Source: an optimization exercise on an open RTL-to-GDS flow (aim: small area). Production flows keep margins and buffers that such runs may drop.
Function was checked by simulation only, so behaviour that the tests miss may differ from the original.
Power and IR drop assume default switching activity.

==> flow/design.v <==
module MIPS(
	input clk,
	input rst_n,
	input cpu_en,
	input [7:0] data_read,
	input ram_send,
	input ram_receive,
	output reg cpu_send,
	output reg cpu_receive,
	output reg cpu_ready,
	output reg [15:0] data_addr,
	output reg [7:0] data_store,
	output reg [1:0] mem_ctrl,
	output reg done
	);
	localparam IDLE = 3'b000, IF = 3'b001, ID = 3'b011, EX = 3'b111, MEM = 3'b110, WB = 3'b100;
	wire rst = ~(rst_n & cpu_en);
	reg [15:0] PC, IR, temp, rt, rsr;
	reg [2:0] state;
	reg lv;
	reg [1:0] cnt;
	reg delay_cnt, delay_en;
	wire s_idle = state == IDLE;
	wire s_if   = state == IF;
	wire s_id   = state == ID;
	wire s_ex   = state == EX;
	wire s_mem  = state == MEM;
	wire s_wb   = state == WB;
	wire [3:0] OP = IR[15:12];
	wire [2:0] funct = IR[2:0];
	wire [5:0] im = IR[5:0];
	wire rtype = OP == 4'b0000;
	wire is_lw = OP == 4'b1100;
	wire is_sw = OP == 4'b1101;
	wire is_br = OP[3:1] == 3'b111;
	wire is_j  = OP[3:1] == 3'b010;
	wire c0 = cnt == 2'd0;
	wire c1 = cnt == 2'd1;
	wire c2 = cnt == 2'd2;
	wire bus_rd = s_if | (s_mem & is_lw);
	wire bus_wr = s_mem & is_sw;
	wire rd_hs = cpu_receive & ram_send;
	wire rd_cap = bus_rd & ~c2 & ram_send & ~cpu_receive;
	wire wr_hs = cpu_send & ram_receive;
	reg [15:0] S0, S1, S2, S3, S4, S5, S6, S7;
	reg [2:0] q;
	reg [1:0] clr;
	wire rw_win = s_id | s_ex;
	wire [15:0] rs = rsr;
	wire is_jr = rtype & funct == 3'b111;
	wire ex1 = s_ex & ~lv;
	reg taken;
	wire mem1 = s_mem & ~lv;
	wire br_step = is_br & taken & ((s_mem & lv) | s_wb | (s_idle & ~lv));
	wire j_step1 = ex1 & is_j;
	wire j_step2 = is_j & ((s_ex & lv) | s_mem | (s_wb & ~lv)) & (q[1:0] == 2'd3);
	wire op_and = rtype ? funct == 3'b101 : OP[2:0] == 3'b010;
	wire op_or  = rtype ? funct == 3'b110 : OP[2:0] == 3'b011;
	wire op_slt = rtype & funct == 3'b100;
	wire op_zero = ~rtype & OP[2];
	wire [2:0] n_st = rst ? IDLE : lv ? {state[1:0], ~state[2]} : state;
	wire n_lv = ~rst & ~lv & (c2 | ~(bus_rd | bus_wr));
	wire [1:0] n_cnt = rst ? 2'd0 : (bus_rd | bus_wr) ? (c2 ? 2'd0 : cnt + {1'b0, bus_rd ? rd_hs : wr_hs}) : cnt;
	wire n_taken = mem1 ? eq ^ OP[0] : taken;
	wire [2:0] n_q = rst ? 3'd0 : q - 3'd1;
	wire n_idle = n_st == IDLE;
	wire n_if = n_st == IF;
	wire n_ex = n_st == EX;
	wire n_mem = n_st == MEM;
	wire n_wb = n_st == WB;
	wire n_ex1 = n_ex & ~n_lv;
	wire n_mem1 = n_mem & ~n_lv;
	wire n_br_step = is_br & n_taken & ((n_mem & n_lv) | n_wb | (n_idle & ~n_lv));
	wire n_j_step = is_j & (n_ex1 | (((n_ex & n_lv) | n_mem | (n_wb & ~n_lv)) & n_q[1:0] == 2'd3));
	reg b_rt, sub, a_pc, b_im, b_two, cin;
	wire n_sub = ~rst & s_ex & lv & (rtype ? (funct[2:1] == 2'b01 || funct == 3'b100) : (OP[3] & (OP[2:0] == 3'b001 || OP[2:1] == 2'b11)));
	always @(posedge clk) begin
		b_rt <= ~rst & s_ex & lv & ((rtype & ~is_jr) | is_br);
		sub <= n_sub;
		a_pc <= ~rst & (n_if | n_j_step | n_br_step);
		b_im <= ~rst & ((n_mem1 & OP[3:2] == 2'b10) | (n_mem & (is_lw | is_sw)) | (n_br_step & n_lv));
		b_two <= ~rst & ((n_if & n_cnt == 2'd2) | n_j_step);
		cin <= ~rst & (n_sub | (n_cnt == 2'd1 & (n_if | n_mem)) | n_br_step);
	end
	wire [15:0] alu_b0 = b_rt ? rt : {10'd0, im & {6{b_im}}};
	wire [15:0] alu_b = (sub ? ~alu_b0 : alu_b0) | {14'd0, b_two, 1'b0};
	wire [15:0] alu_a = a_pc ? PC : rs;
	wire [16:0] alu_sum;
	wire [16:0] alu_c;
	assign alu_c[0] = cin;
	genvar gi;
	generate for (gi = 0; gi < 16; gi = gi + 1) begin : g_add
		assign alu_sum[gi] = alu_a[gi] ^ alu_b[gi] ^ alu_c[gi];
		assign alu_c[gi+1] = (alu_a[gi] & alu_b[gi]) | (alu_c[gi] & (alu_a[gi] ^ alu_b[gi]));
	end endgenerate
	assign alu_sum[16] = alu_c[16];
	wire eq = alu_sum[15:0] == 16'd0;
	wire s_and = op_and & ~op_zero;
	wire s_or = op_or & ~op_zero;
	wire s_slt = op_slt;
	wire s_sum = ~op_and & ~op_or & ~op_slt & ~op_zero;
	wire [15:0] alu_res = ({16{s_sum}} & alu_sum[15:0]) | ({16{s_and}} & rs & alu_b0) | ({16{s_or}} & (rs | alu_b0)) | {15'd0, s_slt & ~alu_sum[16]};
	wire ex_temp = (mem1 & (rtype ? ~is_jr : OP[3:2] == 2'b10)) | (ex1 & OP[3:1] == 3'b110);
	wire [7:0] cap_byte = s_if ? (cnt[0] ? IR[7:0] : IR[15:8]) : (cnt[0] ? temp[7:0] : temp[15:8]);
	wire cap_eq = cap_byte == data_read;
	wire [7:0] st_byte = cnt[0] ? rt[7:0] : rt[15:8];
	wire [7:0] dr = data_read & {8{~rst}};
	always @(posedge clk) begin
		cpu_ready <= ~rst & delay_en & ~delay_cnt;
		delay_cnt <= ~rst & delay_en;
	end
	always @(posedge clk) begin
		if (rw_win & IR[10:9] == q[1:0]) rsr <= (IR[11] ^ q[2]) ? S4 : S0;
		if (rw_win & IR[7:6] == q[1:0]) rt <= (IR[8] ^ q[2]) ? S4 : S0;
	end
	wire wb_we = (s_wb | s_idle) & (rtype | OP[3:2] == 2'b10 | is_lw);
	wire jal_we = j_step2 & OP[0];
	wire [2:0] wa = jal_we ? 3'd7 : rtype ? IR[5:3] : IR[8:6];
	wire zap = rst | (clr != 2'd0);
	wire w_any = (wb_we | jal_we) & wa[1:0] == q[1:0];
	wire w1 = zap | (w_any & ~(wa[2] ^ q[2]));
	wire w5 = zap | (w_any & (wa[2] ^ q[2]));
	wire [15:0] wd = (jal_we ? PC : temp) & {16{~zap}};
	always @(posedge clk) begin
		S0 <= S7;
		S1 <= w1 ? wd : S0;
		S2 <= S1;
		S3 <= S2;
		S4 <= S3;
		S5 <= w5 ? wd : S4;
		S6 <= S5;
		S7 <= S6;
		q <= rst ? 3'd0 : q - 3'd1;
		clr <= rst ? 2'd3 : clr - {1'b0, clr != 2'd0};
	end
	always @(posedge clk) begin
		if (rst | (rd_cap & s_if & ~cnt[0])) IR[15:8] <= dr;
		if (rst | (rd_cap & s_if & cnt[0])) IR[7:0] <= dr;
		if (rst | ex_temp | (rd_cap & ~s_if & ~cnt[0])) temp[15:8] <= ex_temp ? alu_res[15:8] & {8{~rst}} : dr;
		if (rst | ex_temp | (rd_cap & ~s_if & cnt[0])) temp[7:0] <= ex_temp ? alu_res[7:0] & {8{~rst}} : dr;
	end
	always @(posedge clk)
		if (mem1) taken <= eq ^ OP[0];
	wire pc_j = j_step1 | j_step2;
	wire pc_sh = br_step & ~lv;
	wire pc_en = (s_if & c2) | (mem1 & is_jr) | pc_j | br_step;
	wire [15:0] pc_d = pc_j ? {alu_sum[15:12], IR[11:0]} : pc_sh ? {alu_sum[14:0], 1'b0} : alu_sum[15:0];
	always @(posedge clk)
		if (rst | pc_en) PC <= pc_d & {16{~rst}};
	wire da_zero = rst | s_ex | (s_mem & ~is_lw & ~is_sw);
	always @(posedge clk)
		if (da_zero | ((bus_rd | bus_wr) & ~c2)) data_addr <= alu_sum[15:0] & {16{~da_zero}};
	always @(posedge clk) begin
		if (rst | (s_mem & ~is_lw & ~c2)) data_store <= st_byte & {8{is_sw & ~rst}};
	end
	always @(posedge clk) begin
		if (rst) begin
			{cpu_receive, cpu_send} <= 2'b00;
			lv <= 1'b0;
			state <= IDLE;
			delay_en <= 1'b0;
			done <= 1'b0;
			mem_ctrl <= 2'd0;
			cnt <= 2'd0;
		end else begin
			if (lv) state <= {state[1:0], ~state[2]};
			lv <= ~lv & (c2 | ~(bus_rd | bus_wr));
			if (~s_wb) cpu_send <= bus_wr & ~c2 & ~wr_hs & (data_store == st_byte);
			if (s_idle | bus_rd | bus_wr) cpu_receive <= rd_cap & cap_eq;
			if (bus_rd & ~c2) delay_en <= ~rd_hs;
			if (s_idle | bus_rd | s_mem) mem_ctrl <= {bus_rd & ~c2, bus_wr & ~c2};
			if (bus_rd | bus_wr) cnt <= c2 ? 2'd0 : cnt + {1'b0, bus_rd ? rd_hs : wr_hs};
			if (s_wb | s_idle) done <= s_wb;
		end
	end
endmodule
clock: 10.0 ns
lec_check: 0
cap_margin: 20
core_margin: 2
core_utilization: 65
slew_margin: 20
standard.sh (not shown) runs the stock make flow with config.mk's settings and CLKGATE_MAP_FILE= SYNTH_SCRIPT=/design/flow/synth_recipe.tcl, a recipe that flattens the netlist after the stock synthesis.
==> flow/flow/run.sh <==
#!/bin/bash
# The standard layout (standard.sh: standard synthesis through finish),
# with two changes:
#  - the port buffers are the platform's smallest buffer, buf_1;
#  - clock tree synthesis uses clkbuf_8 with clusters of up to 16 sinks
#    within 60 um, and inserts no dummy loads.
# make's full output goes to standard.log; ORFS keeps each step's log under
# orfs/logs.
set -euo pipefail
export BUFFER_PORTS_ARGS="-buffer_cell sky130_fd_sc_hd__buf_1"
export CTS_ARGS="-sink_clustering_enable -repair_clock_nets -buf_list sky130_fd_sc_hd__clkbuf_8 -sink_clustering_size 16 -sink_clustering_max_diameter 60 -dont_use_dummy_load"
bash standard.sh > standard.log 2>&1
==> next run, changes <==
--- a/flow/design.v
+++ b/flow/design.v
@@ -55,42 +55,26 @@
 	wire j_step1 = ex1 & is_j;
 	wire j_step2 = is_j & ((s_ex & lv) | s_mem | (s_wb & ~lv)) & (q[1:0] == 2'd3);
 	wire op_and = rtype ? funct == 3'b101 : OP[2:0] == 3'b010;
 	wire op_or  = rtype ? funct == 3'b110 : OP[2:0] == 3'b011;
 	wire op_slt = rtype & funct == 3'b100;
 	wire op_zero = ~rtype & OP[2];
-	wire [2:0] n_st = rst ? IDLE : lv ? {state[1:0], ~state[2]} : state;
-	wire n_lv = ~rst & ~lv & (c2 | ~(bus_rd | bus_wr));
-	wire [1:0] n_cnt = rst ? 2'd0 : (bus_rd | bus_wr) ? (c2 ? 2'd0 : cnt + {1'b0, bus_rd ? rd_hs : wr_hs}) : cnt;
-	wire n_taken = mem1 ? eq ^ OP[0] : taken;
-	wire [2:0] n_q = rst ? 3'd0 : q - 3'd1;
-	wire n_idle = n_st == IDLE;
-	wire n_if = n_st == IF;
-	wire n_ex = n_st == EX;
-	wire n_mem = n_st == MEM;
-	wire n_wb = n_st == WB;
-	wire n_ex1 = n_ex & ~n_lv;
-	wire n_mem1 = n_mem & ~n_lv;
-	wire n_br_step = is_br & n_taken & ((n_mem & n_lv) | n_wb | (n_idle & ~n_lv));
-	wire n_j_step = is_j & (n_ex1 | (((n_ex & n_lv) | n_mem | (n_wb & ~n_lv)) & n_q[1:0] == 2'd3));
-	reg b_rt, sub, a_pc, b_im, b_two, cin;
-	wire n_sub = ~rst & s_ex & lv & (rtype ? (funct[2:1] == 2'b01 || funct == 3'b100) : (OP[3] & (OP[2:0] == 3'b001 || OP[2:1] == 2'b11)));
+	wire a_pc = s_if | j_step1 | j_step2 | br_step;
+	reg b_rt, sub;
 	always @(posedge clk) begin
 		b_rt <= ~rst & s_ex & lv & ((rtype & ~is_jr) | is_br);
-		sub <= n_sub;
-		a_pc <= ~rst & (n_if | n_j_step | n_br_step);
-		b_im <= ~rst & ((n_mem1 & OP[3:2] == 2'b10) | (n_mem & (is_lw | is_sw)) | (n_br_step & n_lv));
-		b_two <= ~rst & ((n_if & n_cnt == 2'd2) | n_j_step);
-		cin <= ~rst & (n_sub | (n_cnt == 2'd1 & (n_if | n_mem)) | n_br_step);
+		sub <= ~rst & s_ex & lv & (rtype ? (funct[2:1] == 2'b01 || funct == 3'b100) : (OP[3] & (OP[2:0] == 3'b001 || OP[2:1] == 2'b11)));
 	end
+	wire b_im = (mem1 & OP[3:2] == 2'b10) | (s_mem & (is_lw | is_sw)) | (br_step & lv);
+	wire b_two = (s_if & c2) | j_step1 | j_step2;
 	wire [15:0] alu_b0 = b_rt ? rt : {10'd0, im & {6{b_im}}};
 	wire [15:0] alu_b = (sub ? ~alu_b0 : alu_b0) | {14'd0, b_two, 1'b0};
 	wire [15:0] alu_a = a_pc ? PC : rs;
 	wire [16:0] alu_sum;
 	wire [16:0] alu_c;
-	assign alu_c[0] = cin;
+	assign alu_c[0] = sub | (c1 & (s_if | s_mem)) | br_step;
 	genvar gi;
 	generate for (gi = 0; gi < 16; gi = gi + 1) begin : g_add
 		assign alu_sum[gi] = alu_a[gi] ^ alu_b[gi] ^ alu_c[gi];
 		assign alu_c[gi+1] = (alu_a[gi] & alu_b[gi]) | (alu_c[gi] & (alu_a[gi] ^ alu_b[gi]));
 	end endgenerate
 	assign alu_sum[16] = alu_c[16];
Effect: The new run ran to the end with no violations. Setup slack loses 0.44 ns. Wire length goes up by a little under a tenth. First-iteration DRC count goes up by a quarter to a third. Power is lower slightly. Via count came out higher by a few percent. Core utilization increases by 1.2 points.

[what the ideal ports hide]
How much do the figures lean on ideal ports? The routed layouts below were timed once more, with nothing changed but the port constraints.
Step 1 assumes that a clkbuf_16 drives the clock port and a buf_2 every other input.
Step 2 adds t to the input delays and takes it off the output delays; t is the mean of the earliest and latest rising clock arrival at the registers after step 1. Input paths then give back, and output paths get back, about the clock's delay inside the block.
a / b / c = ideal ports / drivers / drivers and shift; a / b = the first two.
run	t, ns	setup WS [ns]	hold slack, ns	latest minus earliest clock arrival (ns)	slew at the worst register clock pin (ns)
the first run	0.558	0.720 / 0.720 / 0.720	0.280 / 0.280 / 0.280	0.053 / 0.053	0.10 / 0.10
the second run	0.563	0.278 / 0.278 / 0.278	0.325 / 0.325 / 0.325	0.025 / 0.026	0.10 / 0.10
After both steps every run listed still meets setup and hold.
